Background: an optimization exercise with open tools, aiming at small area and a short achievable clock period. Do not read the settings as production practice. Only simulation tests tie the RTL to the original design; equivalence was not proved.

--- flow/config.mk ---
export PLATFORM = sky130hd
export DESIGN_NAME = tod_core
export DESIGN_NICKNAME = tod_core
export VERILOG_FILES = /design/flow/design.v
export SDC_FILE = /design/flow/constraint.sdc
export NUM_CORES = 4
export LEC_CHECK = 0
export CAP_MARGIN = 20
export CORE_MARGIN = 2
export CORE_UTILIZATION = 40
export SLEW_MARGIN = 20
--- flow/constraint.sdc ---
create_clock -name core_clock -period 18.0 [get_ports {clk}]
set_input_delay 3.6000 -clock core_clock [delete_from_list [all_inputs] [get_ports {clk}]]
set_output_delay 3.6000 -clock core_clock [all_outputs]
set_load 0.01 [all_outputs]
--- flow/design.v ---
module tod_core #(parameter TIME_WIDTH_SUB_NS=20, TIME_WIDTH_NS=32, TIME_WIDTH_SEC=48) (
    input clk,
    input rst_n,
    input set_init_time,  
    input set_offset_time,  
    input plus_offset_time,  
    input wire [TIME_WIDTH_SUB_NS-1:0] init_time_sub_ns,
    input wire [TIME_WIDTH_NS-1:0] init_time_ns,
    input wire [TIME_WIDTH_SEC-1:0] init_time_sec,
    input wire [TIME_WIDTH_SUB_NS-1:0] offset_time_sub_ns,
    input wire [TIME_WIDTH_NS-1:0] offset_time_ns,  
    input wire [TIME_WIDTH_SUB_NS-1:0] incr_time_sub_ns,
    input wire [TIME_WIDTH_NS-1:0] incr_time_ns,
    output reg [TIME_WIDTH_SUB_NS-1:0] time_sub_ns,
    output reg [TIME_WIDTH_NS-1:0] time_ns,
    output reg [TIME_WIDTH_SEC-1:0] time_sec
);
localparam W = TIME_WIDTH_SUB_NS + TIME_WIDTH_NS;    
localparam LW = TIME_WIDTH_SUB_NS + 9;                 
localparam HW = W - LW;                                
localparam [HW-1:0] KP = 23'd1953125;                  
localparam [HW-1:0] KM = -23'd1953125;
wire minus = set_offset_time & ~plus_offset_time;
wire [W-1:0] a = {time_ns, time_sub_ns};
wire [W-1:0] b = {incr_time_ns, incr_time_sub_ns};
wire [W-1:0] c = {W{set_offset_time}} & ({offset_time_ns, offset_time_sub_ns} ^ {W{minus}});
wire [W-1:0] x = a ^ b ^ c;
wire [W-1:0] y = {(a[W-2:0] & b[W-2:0]) | (a[W-2:0] & c[W-2:0]) | (b[W-2:0] & c[W-2:0]), 1'b0};
wire [LW-1:0] lo;
wire c9;
tod_add_lo u_lo (.a(x[LW-1:0]), .b(y[LW-1:0]), .cin(minus), .s(lo), .cout(c9));
wire [HW-1:0] xu = x[W-1:LW];
wire [HW-1:0] yu = y[W-1:LW];
wire [HW-1:0] xp = xu ^ yu ^ KP;
wire [HW-1:0] yp = {(xu[HW-2:0] & yu[HW-2:0]) | (xu[HW-2:0] & KP[HW-2:0]) | (yu[HW-2:0] & KP[HW-2:0]), 1'b0};
wire [HW-1:0] xm = xu ^ yu ^ KM;
wire [HW-1:0] ym = {(xu[HW-2:0] & yu[HW-2:0]) | (xu[HW-2:0] & KM[HW-2:0]) | (yu[HW-2:0] & KM[HW-2:0]), 1'b0};
wire [HW-1:0] u0, up, um;
wire co0, cop, com;
tod_add_hi u_h0 (.a(xu), .b(yu), .cin(c9), .s(u0), .cout(co0));
tod_add_hi u_hp (.a(xp), .b(yp), .cin(c9), .s(up), .cout(cop));
tod_add_hi u_hm (.a(xm), .b(ym), .cin(c9), .s(um), .cout(com));
wire sec_dec = u0[HW-1];                  
wire sec_adv = ~um[HW-1] & ~sec_dec;      
wire [HW-1:0] ns_hi = sec_dec ? up : (sec_adv ? um : u0);
wire [TIME_WIDTH_SEC-1:0] ones, zeros;
assign ones[0] = 1'b1;
assign zeros[0] = 1'b1;
genvar k;
generate for (k = 1; k < TIME_WIDTH_SEC; k = k + 1) begin : g_pre
    assign ones[k] = ones[k-1] & time_sec[k-1];
    assign zeros[k] = zeros[k-1] & ~time_sec[k-1];
end endgenerate
wire [TIME_WIDTH_SEC-1:0] sec_nxt = time_sec ^ (({TIME_WIDTH_SEC{sec_adv}} & ones) | ({TIME_WIDTH_SEC{sec_dec}} & zeros));
always @(posedge clk or negedge rst_n) begin
    if (!rst_n) begin
        time_sub_ns <= {TIME_WIDTH_SUB_NS{1'b0}};
        time_ns <= {TIME_WIDTH_NS{1'b0}};
        time_sec <= {TIME_WIDTH_SEC{1'b0}};
    end
    else if (set_init_time) begin
        time_sub_ns <= init_time_sub_ns;
        time_ns <= init_time_ns;
        time_sec <= init_time_sec;
    end
    else begin
        time_sub_ns <= lo[TIME_WIDTH_SUB_NS-1:0];
        time_ns <= {ns_hi, lo[LW-1:TIME_WIDTH_SUB_NS]};
        time_sec <= sec_nxt;
    end
end
endmodule
module tod_add_lo (input [28:0] a, input [28:0] b, input cin, output [28:0] s, output cout);
wire [29:0] g0 = {a & b, cin};
wire [29:0] p0 = {a ^ b, 1'b0};
wire g1_1 = g0[1] | (p0[1] & g0[0]);
wire p1_1 = p0[1] & p0[0];
wire g1_3 = g0[3] | (p0[3] & g0[2]);
wire p1_3 = p0[3] & p0[2];
wire g1_5 = g0[5] | (p0[5] & g0[4]);
wire p1_5 = p0[5] & p0[4];
wire g1_7 = g0[7] | (p0[7] & g0[6]);
wire p1_7 = p0[7] & p0[6];
wire g1_9 = g0[9] | (p0[9] & g0[8]);
wire p1_9 = p0[9] & p0[8];
wire g1_11 = g0[11] | (p0[11] & g0[10]);
wire p1_11 = p0[11] & p0[10];
wire g1_13 = g0[13] | (p0[13] & g0[12]);
wire p1_13 = p0[13] & p0[12];
wire g1_15 = g0[15] | (p0[15] & g0[14]);
wire p1_15 = p0[15] & p0[14];
wire g1_17 = g0[17] | (p0[17] & g0[16]);
wire p1_17 = p0[17] & p0[16];
wire g1_19 = g0[19] | (p0[19] & g0[18]);
wire p1_19 = p0[19] & p0[18];
wire g1_21 = g0[21] | (p0[21] & g0[20]);
wire p1_21 = p0[21] & p0[20];
wire g1_23 = g0[23] | (p0[23] & g0[22]);
wire p1_23 = p0[23] & p0[22];
wire g1_25 = g0[25] | (p0[25] & g0[24]);
wire p1_25 = p0[25] & p0[24];
wire g1_27 = g0[27] | (p0[27] & g0[26]);
wire p1_27 = p0[27] & p0[26];
wire g1_29 = g0[29] | (p0[29] & g0[28]);
wire p1_29 = p0[29] & p0[28];
wire g2_3 = g1_3 | (p1_3 & g1_1);
wire p2_3 = p1_3 & p1_1;
wire g2_7 = g1_7 | (p1_7 & g1_5);
wire p2_7 = p1_7 & p1_5;
wire g2_11 = g1_11 | (p1_11 & g1_9);
wire p2_11 = p1_11 & p1_9;
wire g2_15 = g1_15 | (p1_15 & g1_13);
wire p2_15 = p1_15 & p1_13;
wire g2_19 = g1_19 | (p1_19 & g1_17);
wire p2_19 = p1_19 & p1_17;
wire g2_23 = g1_23 | (p1_23 & g1_21);
wire p2_23 = p1_23 & p1_21;
wire g2_27 = g1_27 | (p1_27 & g1_25);
wire p2_27 = p1_27 & p1_25;
wire g3_7 = g2_7 | (p2_7 & g2_3);
wire p3_7 = p2_7 & p2_3;
wire g3_15 = g2_15 | (p2_15 & g2_11);
wire p3_15 = p2_15 & p2_11;
wire g3_23 = g2_23 | (p2_23 & g2_19);
wire p3_23 = p2_23 & p2_19;
wire g4_15 = g3_15 | (p3_15 & g3_7);
wire p4_15 = p3_15 & p3_7;
wire g5_23 = g3_23 | (p3_23 & g4_15);
wire p5_23 = p3_23 & p4_15;
wire g6_11 = g2_11 | (p2_11 & g3_7);
wire p6_11 = p2_11 & p3_7;
wire g6_19 = g2_19 | (p2_19 & g4_15);
wire p6_19 = p2_19 & p4_15;
wire g6_27 = g2_27 | (p2_27 & g5_23);
wire p6_27 = p2_27 & p5_23;
wire g7_5 = g1_5 | (p1_5 & g2_3);
wire p7_5 = p1_5 & p2_3;
wire g7_9 = g1_9 | (p1_9 & g3_7);
wire p7_9 = p1_9 & p3_7;
wire g7_13 = g1_13 | (p1_13 & g6_11);
wire p7_13 = p1_13 & p6_11;
wire g7_17 = g1_17 | (p1_17 & g4_15);
wire p7_17 = p1_17 & p4_15;
wire g7_21 = g1_21 | (p1_21 & g6_19);
wire p7_21 = p1_21 & p6_19;
wire g7_25 = g1_25 | (p1_25 & g5_23);
wire p7_25 = p1_25 & p5_23;
wire g7_29 = g1_29 | (p1_29 & g6_27);
wire p7_29 = p1_29 & p6_27;
wire g8_2 = g0[2] | (p0[2] & g1_1);
wire p8_2 = p0[2] & p1_1;
wire g8_4 = g0[4] | (p0[4] & g2_3);
wire p8_4 = p0[4] & p2_3;
wire g8_6 = g0[6] | (p0[6] & g7_5);
wire p8_6 = p0[6] & p7_5;
wire g8_8 = g0[8] | (p0[8] & g3_7);
wire p8_8 = p0[8] & p3_7;
wire g8_10 = g0[10] | (p0[10] & g7_9);
wire p8_10 = p0[10] & p7_9;
wire g8_12 = g0[12] | (p0[12] & g6_11);
wire p8_12 = p0[12] & p6_11;
wire g8_14 = g0[14] | (p0[14] & g7_13);
wire p8_14 = p0[14] & p7_13;
wire g8_16 = g0[16] | (p0[16] & g4_15);
wire p8_16 = p0[16] & p4_15;
wire g8_18 = g0[18] | (p0[18] & g7_17);
wire p8_18 = p0[18] & p7_17;
wire g8_20 = g0[20] | (p0[20] & g6_19);
wire p8_20 = p0[20] & p6_19;
wire g8_22 = g0[22] | (p0[22] & g7_21);
wire p8_22 = p0[22] & p7_21;
wire g8_24 = g0[24] | (p0[24] & g5_23);
wire p8_24 = p0[24] & p5_23;
wire g8_26 = g0[26] | (p0[26] & g7_25);
wire p8_26 = p0[26] & p7_25;
wire g8_28 = g0[28] | (p0[28] & g6_27);
wire p8_28 = p0[28] & p6_27;
wire [29:0] cy;
assign cy[0] = g0[0];
assign cy[1] = g1_1;
assign cy[2] = g8_2;
assign cy[3] = g2_3;
assign cy[4] = g8_4;
assign cy[5] = g7_5;
assign cy[6] = g8_6;
assign cy[7] = g3_7;
assign cy[8] = g8_8;
assign cy[9] = g7_9;
assign cy[10] = g8_10;
assign cy[11] = g6_11;
assign cy[12] = g8_12;
assign cy[13] = g7_13;
assign cy[14] = g8_14;
assign cy[15] = g4_15;
assign cy[16] = g8_16;
assign cy[17] = g7_17;
assign cy[18] = g8_18;
assign cy[19] = g6_19;
assign cy[20] = g8_20;
assign cy[21] = g7_21;
assign cy[22] = g8_22;
assign cy[23] = g5_23;
assign cy[24] = g8_24;
assign cy[25] = g7_25;
assign cy[26] = g8_26;
assign cy[27] = g6_27;
assign cy[28] = g8_28;
assign cy[29] = g7_29;
assign s = p0[29:1] ^ cy[28:0];
assign cout = cy[29];
endmodule
module tod_add_hi (input [22:0] a, input [22:0] b, input cin, output [22:0] s, output cout);
wire [22:0] g0 = a & b;
wire [22:0] p0 = a ^ b;
wire g1_1 = g0[1] | (p0[1] & g0[0]);
wire p1_1 = p0[1] & p0[0];
wire g1_3 = g0[3] | (p0[3] & g0[2]);
wire p1_3 = p0[3] & p0[2];
wire g1_5 = g0[5] | (p0[5] & g0[4]);
wire p1_5 = p0[5] & p0[4];
wire g1_7 = g0[7] | (p0[7] & g0[6]);
wire p1_7 = p0[7] & p0[6];
wire g1_9 = g0[9] | (p0[9] & g0[8]);
wire p1_9 = p0[9] & p0[8];
wire g1_11 = g0[11] | (p0[11] & g0[10]);
wire p1_11 = p0[11] & p0[10];
wire g1_13 = g0[13] | (p0[13] & g0[12]);
wire p1_13 = p0[13] & p0[12];
wire g1_15 = g0[15] | (p0[15] & g0[14]);
wire p1_15 = p0[15] & p0[14];
wire g1_17 = g0[17] | (p0[17] & g0[16]);
wire p1_17 = p0[17] & p0[16];
wire g1_19 = g0[19] | (p0[19] & g0[18]);
wire p1_19 = p0[19] & p0[18];
wire g1_21 = g0[21] | (p0[21] & g0[20]);
wire p1_21 = p0[21] & p0[20];
wire g2_3 = g1_3 | (p1_3 & g1_1);
wire p2_3 = p1_3 & p1_1;
wire g2_7 = g1_7 | (p1_7 & g1_5);
wire p2_7 = p1_7 & p1_5;
wire g2_11 = g1_11 | (p1_11 & g1_9);
wire p2_11 = p1_11 & p1_9;
wire g2_15 = g1_15 | (p1_15 & g1_13);
wire p2_15 = p1_15 & p1_13;
wire g2_19 = g1_19 | (p1_19 & g1_17);
wire p2_19 = p1_19 & p1_17;
wire g3_7 = g2_7 | (p2_7 & g2_3);
wire p3_7 = p2_7 & p2_3;
wire g3_15 = g2_15 | (p2_15 & g2_11);
wire p3_15 = p2_15 & p2_11;
wire g4_15 = g3_15 | (p3_15 & g3_7);
wire p4_15 = p3_15 & p3_7;
wire g5_11 = g2_11 | (p2_11 & g3_7);
wire p5_11 = p2_11 & p3_7;
wire g5_19 = g2_19 | (p2_19 & g4_15);
wire p5_19 = p2_19 & p4_15;
wire g6_5 = g1_5 | (p1_5 & g2_3);
wire p6_5 = p1_5 & p2_3;
wire g6_9 = g1_9 | (p1_9 & g3_7);
wire p6_9 = p1_9 & p3_7;
wire g6_13 = g1_13 | (p1_13 & g5_11);
wire p6_13 = p1_13 & p5_11;
wire g6_17 = g1_17 | (p1_17 & g4_15);
wire p6_17 = p1_17 & p4_15;
wire g6_21 = g1_21 | (p1_21 & g5_19);
wire p6_21 = p1_21 & p5_19;
wire g7_2 = g0[2] | (p0[2] & g1_1);
wire p7_2 = p0[2] & p1_1;
wire g7_4 = g0[4] | (p0[4] & g2_3);
wire p7_4 = p0[4] & p2_3;
wire g7_6 = g0[6] | (p0[6] & g6_5);
wire p7_6 = p0[6] & p6_5;
wire g7_8 = g0[8] | (p0[8] & g3_7);
wire p7_8 = p0[8] & p3_7;
wire g7_10 = g0[10] | (p0[10] & g6_9);
wire p7_10 = p0[10] & p6_9;
wire g7_12 = g0[12] | (p0[12] & g5_11);
wire p7_12 = p0[12] & p5_11;
wire g7_14 = g0[14] | (p0[14] & g6_13);
wire p7_14 = p0[14] & p6_13;
wire g7_16 = g0[16] | (p0[16] & g4_15);
wire p7_16 = p0[16] & p4_15;
wire g7_18 = g0[18] | (p0[18] & g6_17);
wire p7_18 = p0[18] & p6_17;
wire g7_20 = g0[20] | (p0[20] & g5_19);
wire p7_20 = p0[20] & p5_19;
wire g7_22 = g0[22] | (p0[22] & g6_21);
wire p7_22 = p0[22] & p6_21;
wire [23:0] cy;
assign cy[0] = cin;
assign cy[1] = g0[0] | (p0[0] & cin);
assign cy[2] = g1_1 | (p1_1 & cin);
assign cy[3] = g7_2 | (p7_2 & cin);
assign cy[4] = g2_3 | (p2_3 & cin);
assign cy[5] = g7_4 | (p7_4 & cin);
assign cy[6] = g6_5 | (p6_5 & cin);
assign cy[7] = g7_6 | (p7_6 & cin);
assign cy[8] = g3_7 | (p3_7 & cin);
assign cy[9] = g7_8 | (p7_8 & cin);
assign cy[10] = g6_9 | (p6_9 & cin);
assign cy[11] = g7_10 | (p7_10 & cin);
assign cy[12] = g5_11 | (p5_11 & cin);
assign cy[13] = g7_12 | (p7_12 & cin);
assign cy[14] = g6_13 | (p6_13 & cin);
assign cy[15] = g7_14 | (p7_14 & cin);
assign cy[16] = g4_15 | (p4_15 & cin);
assign cy[17] = g7_16 | (p7_16 & cin);
assign cy[18] = g6_17 | (p6_17 & cin);
assign cy[19] = g7_18 | (p7_18 & cin);
assign cy[20] = g5_19 | (p5_19 & cin);
assign cy[21] = g7_20 | (p7_20 & cin);
assign cy[22] = g6_21 | (p6_21 & cin);
assign cy[23] = g7_22 | (p7_22 & cin);
assign s = p0 ^ cy[22:0];
assign cout = cy[23];
endmodule
--- flow/flow/run.sh ---
#!/bin/bash
# The standard layout (standard.sh), with three changes to how it is made:
# - synthesis maps the logic with flow/abc.script (an area-oriented ABC script; see flow/synth.tcl);
# - the port buffers use the smallest buffer cell instead of buffer_ports' default;
# - repair_timing works towards a setup slack of 8 ns at the design's clock period.
# The output of every step goes to standard.log here (ORFS's own per-step logs stay in orfs/logs).
set -euo pipefail
export FLOW_ABC_SCRIPT=$PWD/flow/abc.script
bash standard.sh SYNTH_SCRIPT=$PWD/flow/synth.tcl "BUFFER_PORTS_ARGS=-buffer_cell sky130_fd_sc_hd__buf_1" SETUP_SLACK_MARGIN=8 finish > standard.log 2>&1
--- flow/flow/abc.script ---
&get -n
&st
&dch
&nf -a
&put
--- flow/flow/synth.tcl ---
# synth_recipe.tcl (the standard synthesis) with one change: ABC maps with
# flow/abc.script in place of ORFS's abc_speed.script. Everything else,
# including the register names and cells, is as in the standard synthesis.
proc synth {args} { yosys synth -nofsm -noshare {*}$args }
proc abc {args} {
  set i [lsearch -exact $args -script]
  if { $i >= 0 } {
    set args [lreplace $args [expr {$i + 1}] [expr {$i + 1}] $::env(FLOW_ABC_SCRIPT)]
  }
  yosys abc {*}$args
}
source $::env(SCRIPTS_DIR)/synth.tcl
# left out here: clear keep_hierarchy, flatten, clean up, hide names made inside functions, write 1_2_yosys.v
--- flow/standard.sh ---
#!/bin/bash
# synth_recipe.tcl (not shown) runs the flow's synth.tcl, then flattens the netlist and writes it again
# the make line also repeats each setting of config.mk as NAME=value (left out here)
make -C /OpenROAD-flow-scripts/flow DESIGN_CONFIG=/design/flow/config.mk WORK_HOME=/design/flow/orfs CLKGATE_MAP_FILE= SYNTH_SCRIPT=/design/flow/synth_recipe.tcl "${@:-finish}"
==> summary.txt, run 1 <==
- Status: timing/DRC/antenna clean
- Synth Area in Compound Gates: 15.6%
- Initial antenna violation count: 2
- Post-Synth Simple-Gate Area: 15.0%
- RSZ-0062 raised after global routing: no
- Vias in the first global route: around 11,000
- GRT Residual Overflow: 0
- Max-slew violation count: 0
- Crit Path Class: input pin to register
- Clock Path Buffers: 2
- Hold Vio Cnt, Final: 0
- Die Ht: ~180 um
- Startpoint types: input pin
- Hold Buf Count CTS: 0
- Hold Path End: time_sec[46]$_DFF_PN0_
- Largest family of logic cells by synthesized area: adder cells
- Post-DP HPWL: between 20 and 30 mm
- Setup crit end kind: register
- Post-route ant nets: 0
- Cell count after placement: between 2,000 and 2,500
- Fraction of registers with async set/reset: 100%
- Standard-cell rows: 62
- DR WL/cell: 16.0 um
- Adder-cell share of the synthesized area: between 20% and 30%
- Core ar.: around 0.029 mm2
- CTS Root Buffer Type: clkbuf_16
- GRT Overall Usage: roughly 23%
- Multiplexer share of the synthesized area: 1.78%
- Slew Limit Headroom: ~29%
- CTS tree: yes
- Nets: 2,191
- Most frequent cells in the layout: buf_1, clkinv_1, nand2_1
- Worst Min Path Start: time_sec[46]$_DFF_PN0_
- Final Critical Period: ~9.4 ns
- Seq/Total Area, Yosys: 21.2%
- Syn Area/Cell: between 8 and 9 um2
- Detailed Route WL: roughly 35 mm
- Synth Warn #: 1
- Port-buffer cells: 308
- # H-tree levels: 3
- DRC: 0
- Netlist cell types: 51
- Syn Inst Count: roughly 1,500
- Hold/Removal Path Class: register to register
- Slack of the worst reg-to-reg path: 12.55 ns
- Postcts setup bufs: 0
- CP Max Fanout: 54
- Syn_nets: between 1,500 and 2,000
- Top_reg_cell synth: dfrtp_1
- Hold_ws: approximately 0.65 ns
- Drt initial violations: just under 500
- RR Startpoint: time_sub_ns[2]$_DFF_PN0_
- Final setup viols: 0
- Dpl cell area: about 0.014 mm2
- First-pass GRT wire length: 56.5 mm
- Sink count of the clock tree: 100
- Critical path arrival: around 9.6 ns
- Mapped Area: roughly 0.012 mm2
- Clock Skew: between 0.01 and 0.015 ns
- Setup TNS: 0 ns
- Max Cap Viol: 0
- Worst Tran Pin Value: 1.06 ns
- IO Count: approximately 310
- Reg clk slew, reported paths: 0.08 ns
- Max Fclk: about 110 MHz
- Final Cell Area: 0.0138 mm2
- Horiz. Die Dim: ~180 um
- Post-Layout Cell Count: between 2,000 and 2,500
- Number of flops mapped to enable cells by yosys: 0
- CTS resizes: 0
- Hold path depth: 2
- Die area: 0.0309 mm2
- Initial Utilization: between 40% and 50%
- Xor and xnor area share after synthesis: 12.4%
- Commonest non-fill, non-tap cell in the layout: buf_1
- Register bit total from synthesis: 100
- Worst R2R Path Depth: 16
- Vias per inst: a little over 5
- Drt pass-1 iters: 5
- CTS buffer count: 9
- Worst skew pair latency: around 0.36 ns
- Share of layout cells above drive strength 1: roughly 1.7%
- Reg-to-reg critical path endpoint: time_ns[10]$_DFF_PN0_
- Tcrit/Tclk final: 52.0%
- Placer congestion estimate: approximately 0.88
- Vias post-DR: around 11,000
- CP required: roughly 18 ns
- Synthesis-to-finish area growth: 17.1%
- Largest net degree at the start of global routing: 102
[sequential cells by signal (all words and copies together), names as in the netlist]
register	count
time_sub_ns	20
time_sec	48
time_ns	32
[area by class of cell]
type                       count  area (um2)
timing repair buffer         318        1240
multi-input combinational   1080        8260
tap                          384         480
antenna                        1        2.50
fill                        2991       15000
clock inverter                 6        56.3
sequential                   100        2500
clock buffer                  10         229
inverter                     281        1050
[Yosys cell counts (3+ instances only)]
cell type | instances | area, um2
o21bai_1 | 6 | 45.0
a21o_1 | 11 | 82.6
nor4_1 | 15 | 93.8
a32oi_1 | 3 | 26.3
o21a_1 | 6 | 45.0
mux2i_1 | 3 | 30.0
o21ai_0 | 113 | 566
nor3_1 | 26 | 130
o21ba_1 | 3 | 30.0
a31o_1 | 8 | 70.1
dfrtp_1 | 100 | 2500
and4_1 | 5 | 43.8
o31ai_1 | 8 | 60.1
a21oi_1 | 104 | 521
nand4_1 | 16 | 100
nor2_1 | 55 | 206
mux2_1 | 16 | 180
o22ai_1 | 9 | 56.3
a22oi_1 | 4 | 30.0
a211oi_1 | 3 | 22.5
or3_1 | 7 | 43.8
a31oi_1 | 11 | 68.8
ha_1 | 116 | 1450
and2_0 | 10 | 62.6
a221oi_1 | 8 | 70.1
o32ai_1 | 3 | 26.3
xor2_1 | 28 | 245
nor2b_1 | 16 | 100
or2_0 | 5 | 31.3
nand2b_1 | 7 | 43.8
fa_1 | 76 | 1520
nand3b_1 | 3 | 22.5
and3_1 | 4 | 25.0
xnor2_1 | 139 | 1220
nand3_1 | 17 | 85.1
clkinv_1 | 281 | 1050
nand2_1 | 197 | 739
[worst max-delay path: stages]
cell	delay (ns)
clkbuf_4	0.80
xnor2_1	0.21
nand2_1	0.10
fa_1	0.52
clkinv_1	0.07
ha_1	0.32
nand3_1	0.11
a211oi_1	0.43
o211ai_1	0.20
a21oi_1	0.22
o21ai_0	0.12
a21oi_1	0.37
or2_0	0.69
clkinv_1	0.55
fa_1	0.57
xnor2_1	0.14
a221oi_1	0.41
o21ai_0	0.13
[per-layer routing]
layer  global-route usage (%)  wire length, um  vias up
met3                     5.26             2580       33
met2                     39.1            16200      332
met1                     29.8            15500     5116
met5                        0               18        -
li1                         -                -     5477
met4                     4.72              488        2
[logic make-up (layout without fill, tap and decap cells)]
kind of cell    count (synthesis)  count (layout)
fa+ha+maj                     192             192
mux                            19              19
flops                         100             100
buf+inv                       281             615
compound gates                314             314
simple gates                  388             388
xor+xnor                      167             167
other cells                     0               1
[metrics by stage]
step	utilization [%]	setup slack [ns]
6_report	47.9	8.63
3_5_place_dp	46.9	8.19
5_1_grt	47.9	8.12
4_1_cts	47.9	8.55
2_1_floorplan	-	9.90
3_3_place_gp	46.9	8.28
[how the worst max path moves through the flow]
| stage | startpoint | end | slack [ns] | cells past startpoint |
|---|---|---|---|---|
| 2_1_floorplan | offset_time_ns[20] | time_ns[27]$_DFF_PN0_ | 9.90 | 17 |
| 3_3_place_gp | plus_offset_time | time_ns[26]$_DFF_PN0_ | 8.28 | 19 |
| 3_5_place_dp | plus_offset_time | time_ns[26]$_DFF_PN0_ | 8.19 | 19 |
| 4_1_cts | plus_offset_time | time_ns[26]$_DFF_PN0_ | 8.55 | 19 |
| 5_1_grt | plus_offset_time | time_ns[27]$_DFF_PN0_ | 8.12 | 20 |
| 6_report | plus_offset_time | time_ns[10]$_DFF_PN0_ | 8.63 | 18 |
==> inputs of run 2 (changes only) <==
--- a/flow/flow/run.sh
+++ b/flow/flow/run.sh
@@ -2,3 +2,3 @@
 # The standard layout (standard.sh), with three changes to how it is made:
-# - synthesis maps the logic with flow/abc.script (an area-oriented ABC script; see flow/synth.tcl);
+# - synthesis maps all logic with flow/abc.script, an area-oriented ABC script (see flow/synth.tcl);
 # - the port buffers use the smallest buffer cell instead of buffer_ports' default;
--- a/flow/flow/synth.tcl
+++ b/flow/flow/synth.tcl
@@ -1,5 +1,8 @@
-# synth_recipe.tcl (the standard synthesis) with one change: ABC maps with
-# flow/abc.script in place of ORFS's abc_speed.script. Everything else,
-# including the register names and cells, is as in the standard synthesis.
+# synth_recipe.tcl (the standard synthesis) with two changes: ABC maps with
+# flow/abc.script in place of ORFS's abc_speed.script, and full and half adders
+# are not extracted into fa/ha cells first (ABC maps that logic with the rest).
+# Everything else, including the register names and cells, is as in the
+# standard synthesis.
 proc synth {args} { yosys synth -nofsm -noshare {*}$args }
+proc extract_fa {args} { }
 proc abc {args} {
==> summary.txt, run 2 <==
- Status: timing/DRC/antenna clean
- Setup TNS: 0 ns (unchanged)
- Syn Inst Count: 1,509 (+3.3%)
- CTS buffer count: 9 (unchanged)
- Highest metal used: met5
- Routed metal-1 wire length: 16.2 mm (+4.5%)
- Largest net degree at the start of global routing: 93 (-8.8%)
- Final setup viols: 0 (unchanged)
- Syn_nets: 1,718 (-7.7%)
- Standard-cell rows: 61 (-1.6%)
- Post-route ant nets: 0 (unchanged)
- Slack of the worst reg-to-reg path: 11.39 ns (-1.16 ns)
- Post-synth top cells: nand2_1, xnor2_1, o21ai_0, nor2_1, xor2_1
- CTS Root Buffer Type: clkbuf_16
- Clock Skew: 0.0153 ns (+0.00219 ns)
- Initial antenna violation count: 3 (+1)
- Critical path arrival: 9.82 ns (+0.25 ns)
- Post-DP HPWL: 27.0 mm (-2.2%)
- Worst skew pair latency: 0.38 ns (+0.02 ns)
- Vias post-DR: 11,910 (+8.7%)
- Hold_ws: 0.593 ns (-0.0528 ns)
- Hold Path End: time_sec[47]$_DFF_PN0_
- DRC: 0 (unchanged)
- Postcts setup bufs: 0 (unchanged)
- Nets: 2,047 (-6.6%)
- Hold/Removal Path Class: register to register
- Hold path depth: 2 (unchanged)
- Die area: 0.0292 mm2 (-5.6%)
- Number of flops mapped to enable cells by yosys: 0 (unchanged)
- Top_reg_cell synth: dfrtp_1
- Reg clk slew, reported paths: 0.09 ns (about the same)
- GRT Residual Overflow: 0 (unchanged)
- Worst R2R Path Depth: 18 (+2)
- Final core utilization: 47.9% (-0.060 points)
- CP required: 18.26 ns (+0.05 ns)
- Largest area contributor in the netlist: dfrtp_1
- Netlist cell types: 52 (+2.0%)
- Setup crit end kind: register
- RSZ-0062 raised after global routing: yes
- Port-buffer cells: 308 (unchanged)
- RR Startpoint: time_sec[0]$_DFF_PN0_
- Vias in the first global route: 11,356 (+1.9%)
- Drt pass-1 iters: 5 (unchanged)
- Crit Path Class: input pin to register
- Hold Vio Cnt, Final: 0 (unchanged)
- Mapped Area: 0.0111 mm2 (-5.7%)
- Drt initial violations: 623 (+30%)
- CP Max Fanout: 53 (-1.9%)
- Detailed Route WL: 35.7 mm (+2.7%)
- # H-tree levels: 3 (unchanged)
- Tcrit/Tclk final: 53.1% (+1.1 points)
- DR WL/cell: 16.1 um (+0.74%)
- Max-slew violation count: 0 (unchanged)
- Max Cap Viol: 0 (unchanged)
- Placer congestion estimate: 0.881 (+0.64%)
- Final Critical Period: 9.56 ns (+0.195 ns)
- Seq/Total Area, Yosys: 22.5% (+1.3 points)
- Max Fclk: 105 MHz (-2.0%)
- Startpoint types: input pin
- Register bit total from synthesis: 100 (unchanged)
- GRT Overall Usage: 23.9% (+0.95 points)
- WL met3: 2.75 mm (+6.2%)
- Most frequent cells in the layout: buf_1, nand2_1, xnor2_1
- Synthesis-to-finish area growth: 18.8%
- Slew Limit Headroom: 41.0% (+12 points)
- Area contributors post-synth: dfrtp_1, xnor2_1, xor2_1
- CTS resizes: 1 (+1)
- Sink count of the clock tree: 100 (unchanged)
- Cell count after placement: 2,205 (+1.9%)
- Vias per inst: 5.36 (+6.6%)
- Commonest non-fill, non-tap cell in the layout: buf_1
- Post-Layout Cell Count: 2,222 (+1.9%)
- Syn Area/Cell: 7.38 um2 (-8.7%)
- Worst Tran Pin Value: 0.880 ns (-0.183 ns)
- Core ar.: 0.0276 mm2 (-4.3%)
- Initial Utilization: 40.3% (-0.63 points)
- Clock Path Buffers: 2 (unchanged)
- Largest registers: time_sec x48, time_ns x32, time_sub_ns x20
- Horiz. Die Dim: 171 um (-2.8%)
- Share of layout cells above drive strength 1: 1.95% (+0.23 points)
- Top-count cell post-synth: nand2_1
- Met2 wire len: 16.2 mm (about the same)
- Share of Yosys cell area claimed by the top area cell type: 22.5% (+1.3 points)
- Max FFs per register: 48 (unchanged)
- Hold Buf Count CTS: 0 (unchanged)
- Worst Setup Slack, final: 8.44 ns (-0.195 ns)
- Biggest register: time_sec
- CTS tree: yes
- Worst Min Path Start: time_sec[47]$_DFF_PN0_
- Die Ht: 171 um (-2.8%)
- Fraction of registers with async set/reset: 100% (unchanged)
- First-pass GRT wire length: 55.9 mm (-1.2%)
- Pre-CTS setup slack: 7.43 ns (-0.755 ns)
- Synth Warn #: 1 (unchanged)
- IO Count: 309 (unchanged)
- Reg-to-reg critical path endpoint: time_sec[47]$_DFF_PN0_
run 2: area by class of cell:
cell class / count / area [um2]
timing repair buffer: 318 / 1260
inverter: 44 / 165
multi-input combinational: 1365 / 8510
antenna: 1 / 2.50
fill: 2888 / 14400
clock inverter: 7 / 87.6
tap: 378 / 473
clock buffer: 9 / 225
sequential: 100 / 2500
run 2: critical path, stage by stage:
cell and delay, ns:
buf_4 0.44, buf_6 0.41, clkinv_1 0.32, nor2_1 0.26, nand3_1 0.16, maj3_1 0.41, a21oi_1 0.33, a31o_1 0.31
a211oi_1 0.14, o21a_1 0.27, o21ai_0 0.43, a31oi_2 0.16, buf_4 0.24, o31ai_1 0.41, a31o_1 0.36, xnor2_4 0.16
and2_2 0.44, buf_4 0.36, a21oi_1 0.12, xnor2_1 0.13, mux2_1 0.30
run 2: kinds of logic (layout without fill, tap and decap cells):
| logic type | after synthesis | after routing | synth area share, % |
|---|---|---|---|
| adder cells (fa/ha/maj) | 20 | 20 | 1.80 |
| AO/OA/AOI/OAI | 423 | 423 | 22.9 |
| other | 0 | 1 | 0 |
| buffers and inverters | 44 | 378 | 1.48 |
| XOR/XNOR | 321 | 321 | 25.2 |
| flip-flops | 100 | 100 | 22.5 |
| multiplexers | 4 | 4 | 0.393 |
| AND/OR/NAND/NOR | 597 | 597 | 25.7 |
run 2: routing by layer:
metal	up-vias	GRT usage, %
met3	38	5.78
li1	5990	-
met1	5478	30.5
met2	400	40.6
met4	4	5.67
met5	-	0
run 2: through the flow:
| stage | instance area, um2 |
|---|---|
| final | 13200 |
| after global routing | 13200 |
| after CTS | 13200 |
| after detailed placement | 12900 |
| after global placement | 12900 |
| after floorplan | 11100 |
run 2: worst max-delay path by stage:
| stage | startpoint | to | cells after the start |
|---|---|---|---|
| floorplan | incr_time_sub_ns[3] | time_sec[17]$_DFF_PN0_ | 17 |
| global placement | set_offset_time | time_sec[17]$_DFF_PN0_ | 21 |
| finish | set_offset_time | time_sec[17]$_DFF_PN0_ | 21 |
| detailed placement | set_offset_time | time_sec[17]$_DFF_PN0_ | 21 |
| global route | set_offset_time | time_sec[17]$_DFF_PN0_ | 21 |
| CTS | set_offset_time | time_ns[16]$_DFF_PN0_ | 21 |
==> inputs of run 3 (changes only) <==
==> flow/flow/run.sh (replaced) <==
#!/bin/bash
# The standard layout (standard.sh), with three changes to how it is made:
# - synthesis maps all logic with flow/abc.script, an area-oriented ABC script (see flow/synth.tcl);
# - the port buffers use the smallest buffer cell instead of buffer_ports' default;
# - repair_timing works towards a setup slack of 11 ns at the design's clock period.
# The output of every step goes to standard.log here (ORFS's own per-step logs stay in orfs/logs).
set -euo pipefail
export FLOW_ABC_SCRIPT=$PWD/flow/abc.script
bash standard.sh SYNTH_SCRIPT=$PWD/flow/synth.tcl "BUFFER_PORTS_ARGS=-buffer_cell sky130_fd_sc_hd__buf_1" SETUP_SLACK_MARGIN=11 finish > standard.log 2>&1
==> summary.txt, run 3 <==
- Filler cells: 2,577 (-11%)
- CTS tree: yes
- Worst Min Path Start: time_sec[27]$_DFF_PN0_
- Final Cell Area: 0.0160 mm2 (+21%)
- GR Util met2: 47.3% (+6.7 points)
- Top-count cell post-synth: nand2_1
- Setup TNS: 0 ns (unchanged)
- Synth Warn #: 1 (unchanged)
- RSZ-0062 raised after global routing: yes
- Syn_nets: 1,718 (unchanged)
- Drt initial violations: 651 (+4.5%)
- Post-DP HPWL: 26.9 mm (-0.19%)
- CTS buffer count: 9 (unchanged)
- CP endpoint: time_sec[17]$_DFF_PN0_
- Post-route ant nets: 0 (unchanged)
- Number of flops mapped to enable cells by yosys: 0 (unchanged)
- Drt pass-1 iters: 5 (unchanged)
- Biggest register: time_sec
- DRC: 0 (unchanged)
- Vias in the first global route: 12,247 (+7.8%)
- GRT Overall Usage: 28.2% (+4.3 points)
- Vias post-DR: 12,730 (+6.9%)
- Largest area contributor in the netlist: dfrtp_1
- Worst Setup Slack, final: 10.27 ns (+1.83 ns)
- Tcrit/Tclk final: 43.0% (-10 points)
- Seq/Total Area, Yosys: 22.5% (unchanged)
- First-pass GRT wire length: 64.5 mm (+15%)
- Critical Path Source: plus_offset_time
- Syn Area/Cell: 7.38 um2 (unchanged)
- Pre-CTS setup slack: 7.89 ns (+0.458 ns)
- Hold_ws: 0.622 ns (+0.0287 ns)
- Register bit total from synthesis: 100 (unchanged)
- Setup crit end kind: register
- Share of Yosys cell area claimed by the top area cell type: 22.5% (unchanged)
- Max-slew violation count: 0 (unchanged)
- Top Usage Layer GRT: met2
- Reg-to-reg critical path endpoint: time_sec[47]$_DFF_PN0_
- Horiz. Die Dim: 171 um (unchanged)
- Detailed Route WL: 42.5 mm (+19%)
- Netlist cell types: 52 (unchanged)
- Worst skew pair latency: 0.37 ns (about the same)
- Slack of the worst reg-to-reg path: 10.59 ns (-0.80 ns)
- Startpoint types: input pin
- CP required: 18.25 ns (about the same)
- Port-buffer cells: 308 (unchanged)
- Die area: 0.0292 mm2 (unchanged)
- Share of layout cells above drive strength 1: 17.4% (+15 points)
- # H-tree levels: 3 (unchanged)
- Final core utilization: 57.8% (+9.9 points)
- Critical path arrival: 7.98 ns (-1.84 ns)
- Max Cap Viol: 0 (unchanged)
- Crit Path Class: input pin to register
- GRT Residual Overflow: 0 (unchanged)
- Worst R2R Path Depth: 18 (unchanged)
- Largest registers: time_sec x48, time_ns x32, time_sub_ns x20
- Max FFs per register: 48 (unchanged)
- Standard-cell rows: 61 (unchanged)
- Final setup viols: 0 (unchanged)
- Slew Limit Headroom: 31.7% (-9.3 points)
- Worst Tran Pin Value: 1.02 ns (+0.137 ns)
- Hold Vio Cnt, Final: 0 (unchanged)
- Reg clk slew, reported paths: 0.09 ns (about the same)
- Dpl cell area: 0.0130 mm2 (+0.67%)
- Hold/Removal Path Class: register to register
- Initial antenna violation count: 1 (-2)
- Die Ht: 171 um (unchanged)
- CTS Root Buffer Type: clkbuf_16
- Fraction of registers with async set/reset: 100% (unchanged)
- DR WL/cell: 18.3 um (+14%)
- Mapped Area: 0.0111 mm2 (unchanged)
- Core ar.: 0.0276 mm2 (unchanged)
- Sink count of the clock tree: 100 (unchanged)
- IO Count: 309 (unchanged)
- Vias per inst: 5.47 (+2.1%)
- Top_reg_cell synth: dfrtp_1
- CP Max Fanout: 7 (-87%)
- Initial Utilization: 40.3% (unchanged)
- Commonest non-fill, non-tap cell in the layout: buf_1
- Max Fclk: 129 MHz (+24%)
- Nets: 2,151 (+5.1%)
- Clock Skew: 0.0142 ns (-0.00108 ns)
- Post-synth top cells: nand2_1, xnor2_1, o21ai_0, nor2_1, xor2_1
- Largest net degree at the start of global routing: 101 (+8.6%)
- Clock Path Buffers: 2 (unchanged)
- RR Startpoint: time_sec[0]$_DFF_PN0_
- Area contributors post-synth: dfrtp_1, xnor2_1, xor2_1
- Most frequent cells in the layout: buf_1, nand2_1, xnor2_1
- GR Util met1: 35.5% (+5.0 points)
- Status: timing/DRC/antenna clean
- Synthesis-to-finish area growth: 43.4%
- Syn Inst Count: 1,509 (unchanged)
- Final Critical Period: 7.73 ns (-1.83 ns)
- Met3 usage: 5.81% (+0.023 points)
- Placer congestion estimate: 0.914 (+3.7%)
-- run 3: cell types whose count changed in the layout (fill, tap and decap cells not counted), sizes merged --
cell,before,now
bufinv,1,2
and2,37,44
diode,1,2
clkbuf,12,15
clkinvlp,0,1
clkinv,44,43
nand2,223,226
buf,315,402
inv,6,5
a31oi,35,36
bufbuf,0,3
-- run 3: repair_timing --
action                                  4_1_cts  5_1_grt
buffers inserted                             57       27
gates resized for setup                     200      160
endpoints found under the setup margin       85       75
gates cloned                                 22        1
hold buffers                                  0        0
pin swaps                                    60       58
-- run 3: critical path: stages --
cell       delay [ns]
clkbuf_16        0.14
buf_16           0.15
buf_12           0.15
xor2_4           0.16
o31a_1           0.26
or3_4            0.36
and2_4           0.18
a32o_2           0.28
a22oi_2          0.20
nand2_1          0.12
a211oi_2         0.22
nor2_1           0.09
nor4_2           0.26
o31ai_4          0.13
a31o_4           0.30
xnor2_4          0.18
buf_12           0.18
buf_12           0.14
or3_4            0.34
nor2_4           0.11
a21oi_2          0.04
xnor2_1          0.12
mux2_4           0.25
-- run 3: stage by stage --
stage / instances
2_1_floorplan: 1509
3_3_place_gp: 2202
3_5_place_dp: 2202
4_1_cts: 2297
5_1_grt: 2326
6_report: 2327
-- run 3: logic make-up after synthesis --
family | count (synthesis) | synth area share, %
buf+inv | 44 | 1.48
fa+ha+maj | 20 | 1.80
compound gates | 423 | 22.9
xor+xnor | 321 | 25.2
simple gates | 597 | 25.7
mux | 4 | 0.393
flops | 100 | 22.5
-- run 3: layout make-up --
cell class | instances | area (um2) | share of cell area [%]
clock buffer | 9 | 225 | 1.41
tap | 378 | 473 | 2.96
multi-input combinational | 1376 | 10000 | 62.8
timing repair buffer | 411 | 2460 | 15.4
antenna | 2 | 5.00 | 0.0313
inverter | 44 | 170 | 1.07
sequential | 100 | 2500 | 15.7
clock inverter | 7 | 105 | 0.658
-- run 3: worst min-delay path by stage --
| stage | end | slack, ns | depth (start not counted) |
|---|---|---|---|
| global route | time_sec[30]$_DFF_PN0_ | 0.66 | 2 |
| global placement | time_sec[27]$_DFF_PN0_ | 0.59 | 2 |
| finish | time_sec[27]$_DFF_PN0_ | 0.62 | 2 |
| detailed placement | time_sec[27]$_DFF_PN0_ | 0.60 | 2 |
| floorplan | time_sec[47]$_DFF_PN0_ | 0.61 | 2 |
| CTS | time_sec[47]$_DFF_PN0_ | 0.61 | 2 |
-- run 3: per-layer routing --
metal  up-vias  part of all wire (%)
met2       465                    47
met1      5951                    43
met5         -                     0
li1       6214                     -
met4         0                   3.6
met3       100                   6.9
==> inputs of run 4 (changes only) <==
==> flow/flow/run.sh (replaced) <==
#!/bin/bash
# The standard layout (standard.sh), with three changes to how it is made:
# - synthesis maps all logic with flow/abc.script, an area-oriented ABC script (see flow/synth.tcl);
# - the port buffers use the smallest buffer cell instead of buffer_ports' default;
# - repair_timing works towards a setup slack of 10 ns at the design's clock period.
# The output of every step goes to standard.log here (ORFS's own per-step logs stay in orfs/logs).
set -euo pipefail
export FLOW_ABC_SCRIPT=$PWD/flow/abc.script
bash standard.sh SYNTH_SCRIPT=$PWD/flow/synth.tcl "BUFFER_PORTS_ARGS=-buffer_cell sky130_fd_sc_hd__buf_1" SETUP_SLACK_MARGIN=10 finish > standard.log 2>&1
--- a/flow/config.mk
+++ b/flow/config.mk
@@ -9,3 +9,3 @@
 export CORE_MARGIN = 2
-export CORE_UTILIZATION = 40
+export CORE_UTILIZATION = 60
 export SLEW_MARGIN = 20
==> summary.txt, run 4 <==
- Post-synth top cells: nand2_1, xnor2_1, o21ai_0, nor2_1, xor2_1
- First-pass GRT wire length: 55.0 mm (-15%)
- Initial Utilization: 61.6% (+21 points)
- Crit-path leading delay family: compound AO/OA/AOI/OAI gates
- Slew Limit Headroom: 29.9% (-1.9 points)
- Initial antenna violation count: 1 (unchanged)
- Nets: 2,065 (-4.0%)
- CP required: 18.22 ns (-0.03 ns)
- Core ar.: 0.0181 mm2 (-35%)
- Top_reg_cell synth: dfrtp_1
- Vias per inst: 5.90 (+7.9%)
- Crit Path Class: input pin to register
- Largest area contributor in the netlist: dfrtp_1
- Hold Buf Count CTS: 0 (unchanged)
- Clock Path Buffers: 2 (unchanged)
- Buf+Inv Stages, Crit Path: 2 (-3)
- Biggest register: time_sec
- Hold/Removal Path Class: register to register
- Final Critical Period: 7.92 ns (+0.191 ns)
- Critical path arrival: 8.15 ns (+0.17 ns)
- CTS Root Buffer Type: clkbuf_16
- CP Max Fanout: 28 (+21)
- Synth Warn #: 1 (unchanged)
- Reg clk slew, reported paths: 0.08 ns (about the same)
- DRC: 0 (unchanged)
- Syn Inst Count: 1,509 (unchanged)
- Largest registers: time_sec x48, time_ns x32, time_sub_ns x20
- Share of Yosys cell area claimed by the top area cell type: 22.5% (unchanged)
- Sink count of the clock tree: 100 (unchanged)
- Cell count after placement: 2,052 (-6.8%)
- Most frequent cells in the layout: buf_1, nand2_1, xnor2_1
- Port-buffer cells: 308 (unchanged)
- GRT Overall Usage: 34.3% (+6.1 points)
- Vias post-DR: 12,347 (-3.0%)
- Die area: 0.0197 mm2 (-33%)
- Status: timing/DRC/antenna clean
- Worst skew pair latency: 0.37 ns (about the same)
- Max-slew violation count: 0 (unchanged)
- Post-route ant nets: 0 (unchanged)
- Syn_nets: 1,718 (unchanged)
- IO Count: 309 (unchanged)
- Number of flops mapped to enable cells by yosys: 0 (unchanged)
- Clock Skew: 0.00968 ns (-0.00449 ns)
- Netlist cell types: 52 (unchanged)
- DR WL/cell: 17.2 um (-6.0%)
- Fraction of registers with async set/reset: 100% (unchanged)
- Commonest non-fill, non-tap cell in the layout: buf_1
- Final setup viols: 0 (unchanged)
- Vias in the first global route: 11,475 (-6.3%)
- Drt pass-1 iters: 5 (unchanged)
- Max Fclk: 126 MHz (-2.4%)
- Top-count cell post-synth: nand2_1
- Max Cap Viol: 0 (unchanged)
- Share of layout cells above drive strength 1: 4.94% (-12 points)
- Die Ht: 140 um (-18%)
- Hold Vio Cnt, Final: 0 (unchanged)
- Post-DP HPWL: 24.3 mm (-9.8%)
- Post-Layout Cell Count: 2,092 (-10%)
- Largest net degree at the start of global routing: 95 (-5.9%)
- Max FFs per register: 48 (unchanged)
- CTS tree: yes
- Syn Area/Cell: 7.38 um2 (unchanged)
- Worst Tran Pin Value: 1.04 ns (+0.0280 ns)
- Placer congestion estimate: 0.925 (+1.2%)
- Synthesis-to-finish area growth: 21.3%
- CTS buffer count: 9 (unchanged)
- Register bit total from synthesis: 100 (unchanged)
- Area contributors post-synth: dfrtp_1, xnor2_1, xor2_1
- Drt initial violations: 834 (+28%)
- Startpoint types: input pin
- Standard-cell rows: 49 (-20%)
- # H-tree levels: 3 (unchanged)
- CP peak stage delay: 0.42 ns (+0.06 ns)
- Setup TNS: 0 ns (unchanged)
- GRT Residual Overflow: 0 (unchanged)
- Horiz. Die Dim: 140 um (-18%)
- Slowest CP cell: or3_1
- Detailed Route WL: 35.9 mm (-16%)
- Seq/Total Area, Yosys: 22.5% (unchanged)
- CP Cell Sequence: clkbuf_16 -> xor2_1 -> o31a_1 -> or3_1 -> nand2_2 -> xnor2_1 -> a31oi_1 -> o221ai_1 -> a311o_1 -> a21boi_0 -> o22ai_1 -> o21bai_2 -> a31oi_1 -> xnor2_2 -> buf_4 -> nand2_4 -> o31ai_1 -> xnor2_1 -> o21ai_0
- RSZ-0062 raised after global routing: yes
- Tcrit/Tclk final: 44.0% (+1.1 points)
- Mapped Area: 0.0111 mm2 (unchanged)
- Setup crit end kind: register
[run 4: cell types whose count changed in the layout (fill, tap and decap cells not counted), sizes merged]
cell      change
inv           -2
clkbuf        +3
nand2         -3
clkinv        +2
bufbuf        -3
buf          -78
and2          -4
clkinvlp      +1
bufinv        -2
[run 4: layout make-up]
class,count,area (um2)
antenna,2,5.00
multi-input combinational,1369,8780
clock buffer,10,239
fill,1550,4580
tap,229,287
timing repair buffer,332,1480
clock inverter,6,46.3
inverter,44,168
sequential,100,2500
[run 4: kinds of logic after synthesis]
kind of cell             synth area share [%]
multiplexers                            0.393
AO/OA/AOI/OAI                            22.9
flip-flops                               22.5
AND/OR/NAND/NOR                          25.7
adder cells (fa/ha/maj)                  1.80
buffers and inverters                    1.48
XOR/XNOR                                 25.2
[run 4: tightest hold or removal path: stages, from the launching register on]
cell	delay (ns)
dfrtp_1	0.37
xnor2_1	0.12
o21ai_0	0.06
[run 4: routing by layer]
| layer | track usage [%] | vias to the layer above | wire length [um] |
|---|---|---|---|
| li1 | - | 6042 | - |
| met5 | 0 | - | 0 |
| met3 | 7.21 | 110 | 3120 |
| met1 | 43.4 | 5644 | 14900 |
| met2 | 57.3 | 551 | 16500 |
| met4 | 13.8 | 0 | 1320 |
[run 4: final timing paths]
check | depth (start not counted) | startpoint | slack [ns] | endpoint
worst max-delay path | 19 | plus_offset_time | 10.08 | time_sec[47]$_DFF_PN0_
worst min-delay path | 2 | time_sec[47]$_DFF_PN0_ | 0.59 | time_sec[47]$_DFF_PN0_
worst max register to register | 18 | time_sec[0]$_DFF_PN0_ | 11.29 | time_sec[47]$_DFF_PN0_
worst min register to register | 2 | time_sec[47]$_DFF_PN0_ | 0.59 | time_sec[47]$_DFF_PN0_
max in group asynchronous | 2 | rst_n | 13.43 | time_sec[37]$_DFF_PN0_
min in group asynchronous | 1 | rst_n | 3.25 | time_sub_ns[18]$_DFF_PN0_
[run 4: through the flow]
stage	util (%)	worst slack (ns)	cell area (um2)	hold slack (ns)
2_1_floorplan	-	10.00	11200	0.607
3_3_place_gp	70.3	8.66	12700	0.577
3_5_place_dp	70.3	8.28	12700	0.593
4_1_cts	73.1	10.02	13200	0.602
5_1_grt	74.7	9.91	13500	0.624
6_report	74.7	10.08	13500	0.593
[run 4: repair_timing]
action	4_1_cts	5_1_grt
setup buffers	4	9
pin swaps	4	5
setup endpoints to repair	71	70
resized for setup	22	39
cloned	4	5
==> inputs of run 5 (changes only) <==
--- a/flow/config.mk
+++ b/flow/config.mk
@@ -9,3 +9,3 @@
 export CORE_MARGIN = 2
-export CORE_UTILIZATION = 60
+export CORE_UTILIZATION = 40
 export SLEW_MARGIN = 20
==> summary.txt, run 5 <==
- Slowest CP cell: maj3_1
- Syn Area/Cell: 7.38 um2 (unchanged)
- Drt pass-1 iters: 7 (+2)
- Reg clk slew, reported paths: 0.08 ns (about the same)
- RSZ-0062 raised after global routing: yes
- Hold Vio Cnt, Final: 0 (unchanged)
- Post-DP HPWL: 26.1 mm (+7.7%)
- Buf+Inv Stages, Crit Path: 4 (+2)
- Status: timing/DRC/antenna clean
- Max-slew violation count: 0 (unchanged)
- Vias in the first global route: 11,285 (-1.7%)
- GRT Overall Usage: 25.2% (-9.1 points)
- Area contributors post-synth: dfrtp_1, xnor2_1, xor2_1
- Fraction of registers with async set/reset: 100% (unchanged)
- First-pass GRT wire length: 58.1 mm (+5.5%)
- Top_reg_cell synth: dfrtp_1
- Hold/Removal Path Class: register to register
- Final Critical Period: 7.85 ns (-0.0743 ns)
- Initial antenna violation count: 2 (+1)
- Max Fclk: 127 MHz (+0.95%)
- Setup TNS: 0 ns (unchanged)
- Largest net degree at the start of global routing: 103 (+8.4%)
- CTS Root Buffer Type: clkbuf_16
- Port-buffer cells: 308 (unchanged)
- Clock Skew: 0.00994 ns (+0.000258 ns)
- GRT Residual Overflow: 0 (unchanged)
- DRC: 0 (unchanged)
- Hold Buf Count CTS: 0 (unchanged)
- Mapped Area: 0.0111 mm2 (unchanged)
- CP dominant cell by count: buf_12
- Slew Limit Headroom: 37.4% (+7.6 points)
- Die area: 0.0292 mm2 (+48%)
- CP required: 18.25 ns (+0.03 ns)
- Final setup viols: 0 (unchanged)
- Biggest register: time_sec
- Detailed Route WL: 37.6 mm (+4.7%)
- Share of layout cells above drive strength 1: 5.52% (+0.57 points)
- # H-tree levels: 3 (unchanged)
- Seq/Total Area, Yosys: 22.5% (unchanged)
- Max FFs per register: 48 (unchanged)
- Critical path arrival: 8.09 ns (-0.06 ns)
- Crit-path leading delay family: compound AO/OA/AOI/OAI gates
- Initial Utilization: 40.3% (-21 points)
- Register bit total from synthesis: 100 (unchanged)
- Drt initial violations: 538 (-35%)
- Crit Path Class: input pin to register
- Vias per inst: 5.38 (-8.9%)
- CP Cell Sequence: clkbuf_16 -> buf_16 -> xor2_1 -> o31a_1 -> or3_4 -> maj3_1 -> nor3b_1 -> o21a_1 -> a211oi_4 -> o21a_4 -> o21ai_4 -> a31oi_4 -> buf_12 -> o31ai_4 -> a31o_4 -> xnor2_4 -> buf_12 -> or3_1 -> nor2_1 -> a21oi_2 -> xnor2_1 -> mux2_1
- Worst skew pair latency: 0.37 ns (about the same)
- Max Cap Viol: 0 (unchanged)
- Largest area contributor in the netlist: dfrtp_1
- DR WL/cell: 16.7 um (-2.5%)
- Synthesis-to-finish area growth: 25.0%
- Nets: 2,071 (+0.29%)
- Vias post-DR: 12,082 (-2.1%)
- Netlist cell types: 52 (unchanged)
- Post-route ant nets: 0 (unchanged)
- CP peak stage delay: 0.38 ns (-0.04 ns)
- Placer congestion estimate: 0.881 (-4.8%)
- CP Max Fanout: 24 (-14%)
- Syn_nets: 1,718 (unchanged)
- Commonest non-fill, non-tap cell in the layout: buf_1
- Setup crit end kind: register
- Final Cell Area: 0.0139 mm2 (+3.0%)
- Core ar.: 0.0276 mm2 (+53%)
- Largest registers: time_sec x48, time_ns x32, time_sub_ns x20
- Top-count cell post-synth: nand2_1
- Number of flops mapped to enable cells by yosys: 0 (unchanged)
- Syn Inst Count: 1,509 (unchanged)
- IO Count: 309 (unchanged)
- CTS buffer count: 9 (unchanged)
- Synth Warn #: 1 (unchanged)
- Most frequent cells in the layout: buf_1, nand2_1, xnor2_1
- Die Ht: 171 um (+22%)
- Sink count of the clock tree: 100 (unchanged)
- Worst Tran Pin Value: 0.933 ns (-0.112 ns)
- Dpl cell area: 0.0129 mm2 (+1.6%)
- Tcrit/Tclk final: 43.6% (-0.41 points)
- Standard-cell rows: 61 (+24%)
- Startpoint types: input pin
- Horiz. Die Dim: 171 um (+22%)
- CTS tree: yes
- Share of Yosys cell area claimed by the top area cell type: 22.5% (unchanged)
- Post-synth top cells: nand2_1, xnor2_1, o21ai_0, nor2_1, xor2_1
- Clock Path Buffers: 2 (unchanged)
-- run 5: cell type report --
class / count / area, um2
timing repair buffer: 339 / 1660
fill: 2847 / 13700
tap: 378 / 473
inverter: 44 / 168
multi-input combinational: 1368 / 8830
sequential: 100 / 2500
clock inverter: 6 / 52.6
clock buffer: 10 / 229
antenna: 1 / 2.50
-- run 5: routing by layer --
metal  global-route usage [%]  up-vias  share of wire, %
met5                        0        -             0.035
met1                     32.8     5655                44
met2                     42.1      312                46
met4                     8.84        2               3.2
li1                         -     6047                 -
met3                     4.44       66               6.1
-- run 5: repair_timing --
item | in CTS | in global routing
setup endpoints to repair | 71 | 70
cloned | 8 | 2
pin swaps | 5 | 10
buffers inserted | 8 | 8
resized for setup | 46 | 33
-- run 5: through the flow --
step | util (%) | hold slack (ns) | instances | worst slack [ns]
after floorplan | - | 0.607 | 1509 | 10.00
after global placement | 46.8 | 0.600 | 2203 | 8.05
after detailed placement | 46.8 | 0.601 | 2203 | 7.91
after CTS | 49.6 | 0.608 | 2235 | 10.00
after global routing | 50.4 | 0.626 | 2246 | 9.98
final | 50.4 | 0.610 | 2246 | 10.15
-- run 5: final timing paths --
| path | slack [ns] | from | to | cells after the start |
|---|---|---|---|---|
| setup / recovery | 10.15 | plus_offset_time | time_sec[17]$_DFF_PN0_ | 22 |
| hold / removal | 0.61 | time_sec[47]$_DFF_PN0_ | time_sec[47]$_DFF_PN0_ | 2 |
| setup reg to reg | 11.39 | time_sec[0]$_DFF_PN0_ | time_sec[47]$_DFF_PN0_ | 18 |
| hold reg to reg | 0.61 | time_sec[47]$_DFF_PN0_ | time_sec[47]$_DFF_PN0_ | 2 |
| max in group asynchronous | 13.48 | rst_n | time_ns[29]$_DFF_PN0_ | 2 |
| min in group asynchronous | 3.40 | rst_n | time_sub_ns[19]$_DFF_PN0_ | 1 |
-- run 5: kinds of logic after synthesis --
kind of cell	Yosys count	share of synthesized area, %
XOR/XNOR	321	25.2
buffers and inverters	44	1.48
flip-flops	100	22.5
adder cells (fa/ha/maj)	20	1.80
AND/OR/NAND/NOR	597	25.7
multiplexers	4	0.393
AO/OA/AOI/OAI	423	22.9
-- run 5: tightest hold or removal path: stages, from the launching register on --
cell     delay (ns)
dfrtp_1        0.39
xnor2_1        0.12
o21ai_0        0.07
==> inputs of run 6 (changes only) <==
==> flow/flow/run.sh (replaced) <==
#!/bin/bash
# The standard layout (standard.sh), with three changes to how it is made:
# - synthesis maps all logic with flow/abc.script, an area-oriented ABC script (see flow/synth.tcl);
# - the port buffers use the smallest buffer cell instead of buffer_ports' default;
# - repair_timing works towards a setup slack of 10.5 ns at the design's clock period.
# The output of every step goes to standard.log here (ORFS's own per-step logs stay in orfs/logs).
set -euo pipefail
export FLOW_ABC_SCRIPT=$PWD/flow/abc.script
bash standard.sh SYNTH_SCRIPT=$PWD/flow/synth.tcl "BUFFER_PORTS_ARGS=-buffer_cell sky130_fd_sc_hd__buf_1" SETUP_SLACK_MARGIN=10.5 finish > standard.log 2>&1
==> summary.txt, run 6 <==
- Vias per inst: 5.45 (+1.2%)
- Standard-cell rows: 61 (unchanged)
- Largest net degree at the start of global routing: 97 (-5.8%)
- Worst skew pair latency: 0.37 ns (about the same)
- Largest area contributor in the netlist: dfrtp_1
- Initial Utilization: 40.3% (unchanged)
- CTS buffer count: 9 (unchanged)
- Biggest register: time_sec
- Horiz. Die Dim: 171 um (unchanged)
- Largest registers: time_sec x48, time_ns x32, time_sub_ns x20
- Crit Path Class: input pin to register
- Final setup viols: 0 (unchanged)
- Share of layout cells above drive strength 1: 14.8% (+9.3 points)
- Setup crit end kind: register
- Slew Limit Headroom: 38.8% (+1.4 points)
- Initial antenna violation count: 4 (+2)
- Reg clk slew, reported paths: 0.08 ns (about the same)
- Worst Tran Pin Value: 0.918 ns (-0.0147 ns)
- Startpoint types: input pin
- Drt pass-1 iters: 5 (-2)
- Max-slew violation count: 0 (unchanged)
- Mapped Area: 0.0111 mm2 (unchanged)
- Share of Yosys cell area claimed by the top area cell type: 22.5% (unchanged)
- Clock Path Buffers: 2 (unchanged)
- Detailed Route WL: 41.3 mm (+10%)
- Max Cap Viol: 0 (unchanged)
- CTS tree: yes
- Commonest non-fill, non-tap cell in the layout: buf_1
- Fraction of registers with async set/reset: 100% (unchanged)
- Tcrit/Tclk final: 42.3% (-1.3 points)
- Hold/Removal Path Class: register to register
- Drt initial violations: 672 (+25%)
- Clock Skew: 0.0175 ns (+0.00753 ns)
- Vias post-DR: 12,505 (+3.5%)
- Max FFs per register: 48 (unchanged)
- Syn Area/Cell: 7.38 um2 (unchanged)
- Synth Warn #: 1 (unchanged)
- RSZ-0062 raised after global routing: yes
- Hold Buf Count CTS: 0 (unchanged)
- CP Max Fanout: 6 (-75%)
- Die area: 0.0292 mm2 (unchanged)
- # H-tree levels: 3 (unchanged)
- DRC: 0 (unchanged)
- Placer congestion estimate: 0.850 (-3.5%)
- Slowest CP cell: or3_4
- Critical path arrival: 7.87 ns (-0.22 ns)
- Post-route ant nets: 0 (unchanged)
- Setup TNS: 0 ns (unchanged)
- GRT Residual Overflow: 0 (unchanged)
- CP peak stage delay: 0.38 ns (about the same)
- Area contributors post-synth: dfrtp_1, xnor2_1, xor2_1
- Hold Vio Cnt, Final: 0 (unchanged)
- GRT Overall Usage: 26.8% (+1.6 points)
- Filler cells: 2,723 (-4.4%)
- Nets: 2,118 (+2.3%)
- Status: timing/DRC/antenna clean
- Synthesis-to-finish area growth: 37.9%
- Port-buffer cells: 308 (unchanged)
- Final Critical Period: 7.61 ns (-0.237 ns)
- Top-count cell post-synth: nand2_1
- DR WL/cell: 18.0 um (+7.6%)
- Max Fclk: 131 MHz (+3.1%)
- CP required: 18.26 ns (about the same)
- Syn_nets: 1,718 (unchanged)
- Sink count of the clock tree: 100 (unchanged)
- First-pass GRT wire length: 61.4 mm (+5.7%)
- Seq/Total Area, Yosys: 22.5% (unchanged)
- Number of flops mapped to enable cells by yosys: 0 (unchanged)
[run 6: changes by cell type in the layout (fill, tap and decap cells not counted), moves of 12 or more]
cell | before | now
xnor2_1 | 213 | 183
o21ai_1 | 4 | 42
buf_4 | 18 | 44
xnor2_2 | 4 | 34
a21oi_2 | 3 | 15
o21ai_0 | 153 | 103
a21oi_1 | 88 | 75
[run 6: kinds of logic (layout without fill, tap and decap cells)]
family | after synthesis | count (layout) | synth area share [%]
buffers and inverters | 44 | 441 | 1.48
other | 0 | 4 | 0
XOR/XNOR | 321 | 321 | 25.2
flip-flops | 100 | 100 | 22.5
multiplexers | 4 | 4 | 0.393
adder cells (fa/ha/maj) | 20 | 20 | 1.80
AND/OR/NAND/NOR | 597 | 604 | 25.7
AO/OA/AOI/OAI | 423 | 424 | 22.9
[run 6: what timing repair did]
item,4_1_cts,5_1_grt
resized for setup,126,140
buffers inserted,30,25
pin swaps,34,43
cloned,15,4
endpoints found under the setup margin,74,70
[run 6: path summary, 6_finish.rpt]
path	startpoint	endpoint	slack [ns]	depth (start not counted)
max in group asynchronous	rst_n	time_ns[17]$_DFF_PN0_	13.45	2
min in group asynchronous	rst_n	time_ns[1]$_DFF_PN0_	3.33	1
hold reg to reg	time_sec[47]$_DFF_PN0_	time_sec[47]$_DFF_PN0_	0.59	2
hold / removal	time_sec[47]$_DFF_PN0_	time_sec[47]$_DFF_PN0_	0.59	2
setup / recovery	plus_offset_time	time_sec[17]$_DFF_PN0_	10.39	21
setup reg to reg	time_sec[0]$_DFF_PN0_	time_sec[47]$_DFF_PN0_	10.95	18
[run 6: per-stage QoR]
step	hold WS (ns)	std cells	setup WS, ns	util (%)	instance area, um2
global route	0.597	2296	10.24	55.6	15400
CTS	0.597	2263	10.40	52.1	14400
finish	0.590	2296	10.39	55.6	15400
floorplan	0.607	1509	10.07	-	11300
global placement	0.569	2202	8.36	47.0	13000
detailed placement	0.584	2202	8.23	47.0	13000
[run 6: final cells by class]
| class | count | area, um2 | area share (%) |
|---|---|---|---|
| clock buffers | 9 | 225 | 1.47 |
| flip-flops and latches | 100 | 2500 | 16.3 |
| diodes | 4 | 10.0 | 0.0652 |
| well taps | 378 | 473 | 3.08 |
| multi-input cells | 1373 | 9720 | 63.3 |
| repair buffers | 381 | 2130 | 13.9 |
| clock inverters | 7 | 130 | 0.847 |
| inverters | 44 | 170 | 1.11 |
[run 6: worst max-delay path: cells and delay by family]
kind,cells,cell delay (ns)
xor gates and xnor gates,3,0.40
muxes,1,0.25
buffers and inverters,3,0.51
adders and majority gates,1,0.34
AOI/OAI and AO/OA,9,1.72
and+or+nand+nor,4,1.02
[run 6: metal layers]
layer	up-vias	GRT usage, %	wire, um
met5	-	0	0
met4	0	10.1	1350
met3	77	5.57	2950
met2	428	45.1	19200
met1	5851	33.7	17800
li1	6149	-	-

-- separate check: timing with driven ports --
The results above use ideal ports. As a check the final layouts listed here were re-extracted and re-timed, cells and wires unchanged.
Step 1 sets driving cells, clkbuf_16 on the clock port and buf_2 on the other inputs (assumed; they add their load-dependent delay and slew).
Step 2 also shifts input and output timing later by t, the mid clock arrival at the registers, as if the neighbouring blocks saw the same clock.
Slacks: ideal / step 1 / step 2; pairs: ideal / step 1.
run | shift t [ns] | slack for setup (ns) | worst setup path at the end | latest minus earliest clock arrival (ns) | worst data-port slew with drivers (ns)
run 1 | 0.406 | 8.633 / 8.657 / 8.250 | input to register | 0.013 / 0.013 | 0.08
run 2 | 0.423 | 8.438 / 8.464 / 8.040 | input to register | 0.016 / 0.015 | 0.08
run 3 | 0.412 | 10.269 / 10.277 / 9.864 | input to register | 0.014 / 0.015 | 0.10
run 4 | 0.411 | 10.078 / 9.981 / 9.569 | input to register | 0.010 / 0.009 | 0.17
run 5 | 0.413 | 10.152 / 10.101 / 9.688 | input to register | 0.010 / 0.010 | 0.15
run 6 | 0.408 | 10.389 / 10.390 / 9.981 | input to register | 0.018 / 0.017 | 0.12
After both steps setup and hold are still met in every run listed. The setup slack of run 4, which loses most, moves by -0.097 ns with the drivers and by -0.509 ns with both steps.
